What follows belongs to an exercise in optimizing a design on an open flow for small area, a short achievable clock period and few clock cycles per item; a production flow would make more cautious choices.
Only simulation tests tie the RTL to the original design; equivalence was not proved.
Power is estimated from default activity; no workload was simulated.

## v30
Design shift_add_multiplier, start of the top module:
module shift_add_multiplier #(
    parameter integer WIDTH = 16
) (
    input wire clk,
    input wire reset_n,
    input wire tvalid_slave_1,
    input signed [WIDTH-1:0] tdata_slave_1,
    output wire tready_slave_1,
    input wire tvalid_slave_2,
    input signed [WIDTH-1:0] tdata_slave_2,
    output wire tready_slave_2,
    output reg tvalid_master,
    output reg signed [WIDTH-1:0] tdata_master,
    input wire tready_master
);
Settings: LEC_CHECK=0, CAP_MARGIN=0, CORE_MARGIN=2, CORE_UTILIZATION=40, CTS_BUF_LIST=sky130_fd_sc_hd__clkbuf_8, GPL_TIMING_DRIVEN=0, SETUP_SLACK_MARGIN=2.3, SLEW_MARGIN=0, SYNTH_HIERARCHICAL=1; clock period 5.0 ns.
standard.sh (not shown) runs the stock make flow with config.mk's settings and CLKGATE_MAP_FILE= SYNTH_SCRIPT=/design/flow/synth_recipe.tcl, a recipe that flattens the netlist after the stock synthesis.
==> flow/flow/run.sh <==
#!/bin/bash
# The standard layout (standard.sh), with the port buffers that global
# placement inserts made from the smallest buffer cell, and clock tree
# synthesis building larger sink clusters without dummy loads.
set -euo pipefail
export BUFFER_PORTS_ARGS="-buffer_cell sky130_fd_sc_hd__buf_1"
export CTS_ARGS="-sink_clustering_enable -repair_clock_nets -buf_list sky130_fd_sc_hd__clkbuf_8 -sink_clustering_size 30 -sink_clustering_max_diameter 150 -dont_use_dummy_load"
bash standard.sh > standard.log 2>&1
Testbench counts of v30, summed over its fixed seeds: cycles 1,224, items 1,200.
--- input diff v30..v53 ---
- swapping 2.3 for 2.65 in SETUP_SLACK_MARGIN
==> flow/flow/run.sh <==
#!/bin/bash
set -euo pipefail
export BUFFER_PORTS_ARGS="-buffer_cell sky130_fd_sc_hd__buf_1"
export CTS_ARGS="-sink_clustering_enable -repair_clock_nets -buf_list sky130_fd_sc_hd__clkbuf_8 -sink_clustering_size 24 -dont_use_dummy_load"
bash standard.sh > standard.log 2>&1
[summary]
- Comparing count of plain and timing-repair buffers for v53 and v30, the smaller number came from v30.
- Lower final wirelength among v53 and v30: v30
- v53 ends up with a instance count on the critical path that is 3 lower than in v30.
- Fmax: v53 better than v30
- flop to flop as the critical setup path kind was reported by v30, and input port to output port by v53.
- Summary of v53 over v30: net switching share of the total power saw little to no change, H-tree depth reported by CTS now sits at about the same level, clock-pin slew reported for the worst setup and hold paths after clock tree synthesis decreased by 0.03 ns relative to the old numbers, slack of the critical path now larger.
The following lists how v47 was set up differently from v53:
- a change of SETUP_SLACK_MARGIN from 2.65 to 2.5
==> flow/flow/run.sh <==
#!/bin/bash
# The standard layout (standard.sh), with the port buffers that global
# placement inserts made from the smallest buffer cell instead of the default.
set -euo pipefail
export BUFFER_PORTS_ARGS="-buffer_cell sky130_fd_sc_hd__buf_1"
bash standard.sh > standard.log 2>&1
### Flow results
Looking at the reports, v47 completed the entire flow and the layout it produced met the timing, design-rule and antenna checks.
In the metrics for v53 and v47, the one carrying the lower clock network fraction of total power is v53.
v47: routed wire length is about 2% lower than what v53 reported.
Cell count (lower): v47
The run showing the smaller worst slew margin relative to its limit is v53.
diff inputs: v47 => v56
- swapping 2.5 for 2.3 in SETUP_SLACK_MARGIN
- putting PLACE_DENSITY at 0.75 where nothing was set
--- a/flow/flow/run.sh
+++ b/flow/flow/run.sh
@@ -3 +3,2 @@
-# placement inserts made from the smallest buffer cell instead of the default.
+# placement inserts made from the smallest buffer cell, and clock tree
+# synthesis building larger sink clusters without dummy loads.
@@ -5,0 +7 @@
+export CTS_ARGS="-sink_clustering_enable -repair_clock_nets -buf_list sky130_fd_sc_hd__clkbuf_8 -sink_clustering_size 24 -dont_use_dummy_load"
## What came out
Per the comparison of v56 with v47, sequential share of layout area went up 2.7 points; total power -about 4.3%; antenna cell count barely changed; worst setup slack now sits lower; internal cell power -3.3%. Summary of the comparison: area growth from synthesis to final layout is lower in v56, relative to v47.

Setup of P:
shift_add_multiplier, a different RTL version from the one above (not shown whole).
For scale: ~56 I/O pins.
clock: 5.0 ns
lec_check: 0
cap_margin: 20
core_margin: 2
core_utilization: 40
cts_buf_list: sky130_fd_sc_hd__clkbuf_8
setup_slack_margin: 2.2
slew_margin: 20
synth_hierarchical: 1
==> flow/flow/run.sh <==
#!/bin/bash
# The standard layout (standard.sh), with the port buffers that global
# placement inserts made from the smallest buffer cell instead of the default.
set -euo pipefail
export BUFFER_PORTS_ARGS="-buffer_cell sky130_fd_sc_hd__buf_1"
bash standard.sh > standard.log 2>&1
P: all stages complete, timing, DRC and antenna checks passed
Testbench counts of P, summed over its fixed seeds: cycles 1,224, items 1,200.
### P -> Q
# P
export LEC_CHECK = 0
export CAP_MARGIN = 20
export CORE_MARGIN = 2
export CORE_UTILIZATION = 40
export CTS_BUF_LIST = sky130_fd_sc_hd__clkbuf_8
export SETUP_SLACK_MARGIN = 2.2
export SLEW_MARGIN = 20
export SYNTH_HIERARCHICAL = 1
create_clock -name core_clock -period 5.0 [get_ports {clk}]
# Q
export LEC_CHECK = 0
export CAP_MARGIN = 0
export CORE_MARGIN = 2
export CORE_UTILIZATION = 40
export CTS_BUF_LIST = sky130_fd_sc_hd__clkbuf_8
export GPL_TIMING_DRIVEN = 0
export SETUP_SLACK_MARGIN = 2.2
export SLEW_MARGIN = 0
export SYNTH_HIERARCHICAL = 1
create_clock -name core_clock -period 5.0 [get_ports {clk}]
## What came out
Taking P as the reference, in Q proportion of power drawn by combinational gates rose by 1.1 points; global-route total usage across every layer stayed essentially flat; final area stayed essentially flat; worst stage delay on the critical path stayed essentially flat.
Worst hold slack: Q vs P, no meaningful difference
P → Q: routed via count divided by cell count neither gained nor lost much; final critical-path share of the clock period lost 0.73 points; final critical-path required period lost 0.036 ns.

Another version of the RTL of shift_add_multiplier (not shown whole).
Size: ~480 cells after synthesis, ~93 flip-flops, roughly 56 I/O pins, roughly 0.0060 mm2 of cells after synthesis.
Settings: LEC_CHECK=0, CAP_MARGIN=0, CORE_MARGIN=2, CORE_UTILIZATION=40, CTS_BUF_LIST=sky130_fd_sc_hd__clkbuf_8, GPL_TIMING_DRIVEN=0, SETUP_SLACK_MARGIN=2.5, SLEW_MARGIN=0, SYNTH_HIERARCHICAL=1; clock period 5.0 ns.
Scripts as last shown in full above: flow/flow/run.sh
The baseline completed without violations.
Testbench counts at the start, summed over its fixed seeds: cycles 1,224, items 1,200.
Then changed:
==> flow/flow/run.sh (replaced) <==
#!/bin/bash
# The standard layout (standard.sh), with the port buffers that global
# placement inserts made from the smallest buffer cell, and clock tree
# synthesis building larger sink clusters without dummy loads.
set -euo pipefail
export BUFFER_PORTS_ARGS="-buffer_cell sky130_fd_sc_hd__buf_1"
export CTS_ARGS="-sink_clustering_enable -repair_clock_nets -buf_list sky130_fd_sc_hd__clkbuf_8 -sink_clustering_size 24 -dont_use_dummy_load"
bash standard.sh > standard.log 2>&1
--- a/flow/config.mk
+++ b/flow/config.mk
@@ -12,3 +12,3 @@
 export GPL_TIMING_DRIVEN = 0
-export SETUP_SLACK_MARGIN = 2.5
+export SETUP_SLACK_MARGIN = 2.3
 export SLEW_MARGIN = 0
Flip-flop and latch count does not change.
First-iteration DRC count goes down by 28%.
Worst hold slack loses 4.4 ps.
Design area came out lower by 7.1%.
Synthesized cell count does not change.
Via count drops by 5.2%.

== trial 82 ==
Another version of the RTL of shift_add_multiplier (not shown whole).
For scale: about 410 cells after synthesis, ~56 I/O pins, about 5900 sq um of cells after synthesis.
// shift_add_multiplier
module shift_add_multiplier #(
    parameter integer WIDTH = 16
) (
    input wire clk,
    input wire reset_n,
    input wire tvalid_slave_1,
    input signed [WIDTH-1:0] tdata_slave_1,
    output wire tready_slave_1,
    input wire tvalid_slave_2,
    input signed [WIDTH-1:0] tdata_slave_2,
    output wire tready_slave_2,
    output reg tvalid_master,
    output reg signed [WIDTH-1:0] tdata_master,
    input wire tready_master
);
  reg held_1;
  reg held_2;
  reg [WIDTH-1:0] factor_a;
  reg [WIDTH-1:0] factor_b;
  wire [WIDTH-1:0] product;
  reg mid_valid;
  reg pipe_s126;
  reg pipe_s129;
  reg pipe_s128;
  reg pipe_s130;
  reg pipe_s133;
  reg pipe_s132;
  reg pipe_s113;
  reg pipe_s144;
  reg pipe_s145;
  reg pipe_s119;
  reg pipe_s146;
  reg pipe_s147;
  reg pipe_s123;
  reg pipe_s148;
  reg pipe_s149;
  reg pipe_s150;
  reg pipe_s127;
  reg pipe_s151;
  reg pipe_s131;
  reg pipe_s152;
  reg pipe_s135;
  reg pipe_s167;
  reg pipe_s166;
  reg pipe_s168;
  reg pipe_g193;
  reg pipe_p194;
  reg pipe_g191;
  reg pipe_p192;
  reg pipe_G212;
  reg pipe_P213;
  reg pipe_G224;
  reg pipe_P225;
  reg pipe_x288;
  reg pipe_pp3;
  reg pipe_p182;
  reg pipe_r264;
  reg pipe_r265;
  reg pipe_r266;
  reg pipe_r267;
  wire advance_out = mid_valid & (~tvalid_master | tready_master);
  wire advance = held_1 & held_2 & (~mid_valid | advance_out);
  ...
export LEC_CHECK = 0
export CAP_MARGIN = 20
export CORE_MARGIN = 2
export CORE_UTILIZATION = 40
export SETUP_SLACK_MARGIN = 2.2
export SLEW_MARGIN = 20
export SYNTH_HIERARCHICAL = 1
create_clock -name core_clock -period 5.0 [get_ports {clk}]
run.sh (not shown) runs the stock make flow with config.mk's settings and CLKGATE_MAP_FILE= SYNTH_SCRIPT=/design/flow/synth_recipe.tcl, a recipe that flattens the netlist after the stock synthesis.
Stock flow here: none of the scripts above is used.
Testbench counts of trial 82, summed over its fixed seeds: cycles 1,224, items 1,200.
[inputs] trial 30 vs trial 82
==> flow/flow/run.sh (new file) <==
#!/bin/bash
# The standard layout (standard.sh), with the port buffers that global
# placement inserts made from the smallest buffer cell instead of the default.
set -euo pipefail
export BUFFER_PORTS_ARGS="-buffer_cell sky130_fd_sc_hd__buf_1"
bash standard.sh > standard.log 2>&1
==> flow/standard.sh (new file) <==
#!/bin/bash
# synth_recipe.tcl (not shown) runs the flow's synth.tcl, then flattens the netlist and writes it again
# the make line also repeats each setting of config.mk as NAME=value (left out here)
make -C /OpenROAD-flow-scripts/flow DESIGN_CONFIG=/design/flow/config.mk WORK_HOME=/design/flow/orfs CLKGATE_MAP_FILE= SYNTH_SCRIPT=/design/flow/synth_recipe.tcl "${@:-finish}"
removed: flow/run.sh
==> comparison <==
- When the final numbers for trial 30 and trial 82 were put side by side, the detailed-routing wirelength on met1 turned out to be greater in trial 30.
- Final routed wirelength across all metal layers sits higher in trial 30 than in trial 82.
- Going from trial 82 to trial 30, the wire length on met2 was found to have gone up by 170 um.

12-05:
shift_add_multiplier, a different RTL version from the one above (not shown whole).
Size in the first run: ~480 cells after synthesis, ~98 flip-flops, roughly 56 I/O pins, ~6200 um2 of cells after synthesis.
==> flow/config.mk <==
export PLATFORM = sky130hd
export DESIGN_NAME = shift_add_multiplier
export DESIGN_NICKNAME = shift_add_multiplier
export VERILOG_FILES = /design/flow/design.v
export SDC_FILE = /design/flow/constraint.sdc
export NUM_CORES = 4
export LEC_CHECK = 0
export CAP_MARGIN = 0
export CORE_MARGIN = 2
export CORE_UTILIZATION = 40
export CTS_BUF_LIST = sky130_fd_sc_hd__clkbuf_8
export GPL_TIMING_DRIVEN = 0
export SETUP_SLACK_MARGIN = 2.3
export SLEW_MARGIN = 0
export SYNTH_HIERARCHICAL = 1
==> flow/constraint.sdc <==
create_clock -name core_clock -period 5.0 [get_ports {clk}]
set_input_delay 1.0000 -clock core_clock [delete_from_list [all_inputs] [get_ports {clk}]]
set_output_delay 1.0000 -clock core_clock [all_outputs]
set_load 0.01 [all_outputs]
standard.sh (not shown) runs the stock make flow with config.mk's settings and CLKGATE_MAP_FILE= SYNTH_SCRIPT=/design/flow/synth_recipe.tcl, a recipe that flattens the netlist after the stock synthesis.
==> flow/flow/run.sh <==
#!/bin/bash
# The standard layout (standard.sh), with the port buffers that global
# placement inserts made from the smallest buffer cell, and clock tree
# synthesis building larger sink clusters without dummy loads.
set -euo pipefail
export BUFFER_PORTS_ARGS="-buffer_cell sky130_fd_sc_hd__buf_1"
export CTS_ARGS="-sink_clustering_enable -repair_clock_nets -buf_list sky130_fd_sc_hd__clkbuf_8 -sink_clustering_size 24 -dont_use_dummy_load"
bash standard.sh > standard.log 2>&1
Testbench counts of 12-05, summed over its fixed seeds: cycles 1,224, items 1,200.
#### Input delta (06-19 over 12-05)
==> flow/flow/run.sh <==
#!/bin/bash
# The standard layout (standard.sh), with the port buffers that global
# placement inserts made from the smallest buffer cell instead of the default.
set -euo pipefail
export BUFFER_PORTS_ARGS="-buffer_cell sky130_fd_sc_hd__buf_1"
bash standard.sh > standard.log 2>&1
Notes after the runs:
In 06-19, setup slack is higher than in 12-05. Status | 06-19 and 12-05 | clean. Compared with 12-05, in 06-19 combinational share of power shows a reduction of 2.1 points, cell area after layout shows an increase of about 1.4%. On number of buffers and inverters on the critical path, the higher figure sits with 12-05, not 06-19.

RTL: one of the versions met above, not the one the previous note started from.
For scale: ~480 cells after synthesis, about 56 I/O pins, roughly 6000 um2 of cells after synthesis.
clock: 5.0 ns
lec_check: 0
cap_margin: 0
core_margin: 2
core_utilization: 40
cts_buf_list: sky130_fd_sc_hd__clkbuf_8
gpl_timing_driven: 0
setup_slack_margin: 2.4
slew_margin: 0
synth_hierarchical: 1
==> flow/flow/run.sh <==
#!/bin/bash
set -euo pipefail
export BUFFER_PORTS_ARGS="-buffer_cell sky130_fd_sc_hd__buf_1"
export CTS_ARGS="-sink_clustering_enable -repair_clock_nets -buf_list sky130_fd_sc_hd__clkbuf_8 -sink_clustering_size 24 -dont_use_dummy_load"
bash standard.sh > standard.log 2>&1
Testbench counts at the start, summed over its fixed seeds: cycles 1,224, items 1,200.
Rerun with:
--- a/flow/flow/run.sh
+++ b/flow/flow/run.sh
@@ -1,0 +2,3 @@
+# The standard layout (standard.sh), with the port buffers that global
+# placement inserts made from the smallest buffer cell, and clock tree
+# synthesis building larger sink clusters without dummy loads.
--- a/flow/config.mk
+++ b/flow/config.mk
@@ -13 +13 @@
-export SETUP_SLACK_MARGIN = 2.4
+export SETUP_SLACK_MARGIN = 2.1
After rerunning: Cell count goes down by about 3%. Setup slack degrades by 160 ps. Fmax went down by about 6%. Synthesized area is unchanged. Total power went down by 1.0%. Sequential cell count does not change. Wire length came out lower by 2.9%.
Rerun with:
--- a/flow/config.mk
+++ b/flow/config.mk
@@ -13 +13 @@
-export SETUP_SLACK_MARGIN = 2.1
+export SETUP_SLACK_MARGIN = 2.3
After rerunning: The changed run produced a clean layout. Total power went up by 0.61%. Fmax went up by 6.0%. Cell area went up by 1.9%.

port drivers added, routing unchanged:
The results above use ideal ports. As a check the final layouts listed here were re-extracted and re-timed, cells and wires unchanged.
Step 1, drivers: a clkbuf_16 drives clk and a buf_2 each remaining input, both assumed.
Step 2 times the ports against the registers' clock, not the clock port: input delays grow and output delays shrink by t, the midpoint of the rising clock arrivals with the driver on.
Slacks: ideal ports / drivers / drivers and shift; pairs: ideal ports / drivers.
run | t, ns | setup slack, ns | worst setup path after step 2 | latest minus earliest clock arrival (ns) | slew at the worst register clock pin (ns)
v30 | 0.397 | 2.507 / 2.507 / 2.211 | input to register | 0.029 / 0.029 | 0.10 / 0.10
v53 | 0.405 | 2.584 / 2.541 / 2.400 | input to register | 0.031 / 0.031 | 0.10 / 0.10
v47 | 0.410 | 2.539 / 2.516 / 2.339 | input to register | 0.013 / 0.013 | 0.10 / 0.10
v56 | 0.407 | 2.435 / 2.435 / 2.205 | input to register | 0.028 / 0.028 | 0.10 / 0.10
P | 0.410 | 2.137 / 2.137 / 2.137 | register to register | 0.007 / 0.007 | 0.09 / 0.09
Q | 0.413 | 2.173 / 2.173 / 2.173 | register to register | 0.012 / 0.012 | 0.09 / 0.09
the first run of note 3 | 0.407 | 2.526 / 2.502 / 2.285 | input to register | 0.010 / 0.010 | 0.09 / 0.09
the second run of note 3 | 0.397 | 2.426 / 2.426 / 2.204 | input to register | 0.027 / 0.027 | 0.09 / 0.09
trial 82 | 0.399 | 2.160 / 2.129 / 2.129 | input to output | 0.006 / 0.006 | 0.06 / 0.06
trial 30 | 0.385 | 2.167 / 2.167 / 2.167 | register to register | 0.007 / 0.006 | 0.06 / 0.06
12-05 | 0.404 | 2.530 / 2.530 / 2.424 | input to register | 0.026 / 0.026 | 0.09 / 0.09
06-19 | 0.413 | 2.540 / 2.540 / 2.445 | input to register | 0.010 / 0.009 | 0.09 / 0.09
the first run of note 6 | 0.399 | 2.521 / 2.521 / 2.236 | input to register | 0.030 / 0.030 | 0.10 / 0.10
the second run of note 6 | 0.393 | 2.357 / 2.357 / 2.231 | input to register | 0.029 / 0.029 | 0.10 / 0.10
the third run of note 6 | 0.397 | 2.507 / 2.507 / 2.211 | input to register | 0.029 / 0.029 | 0.10 / 0.10
After both steps every run listed still meets setup and hold.
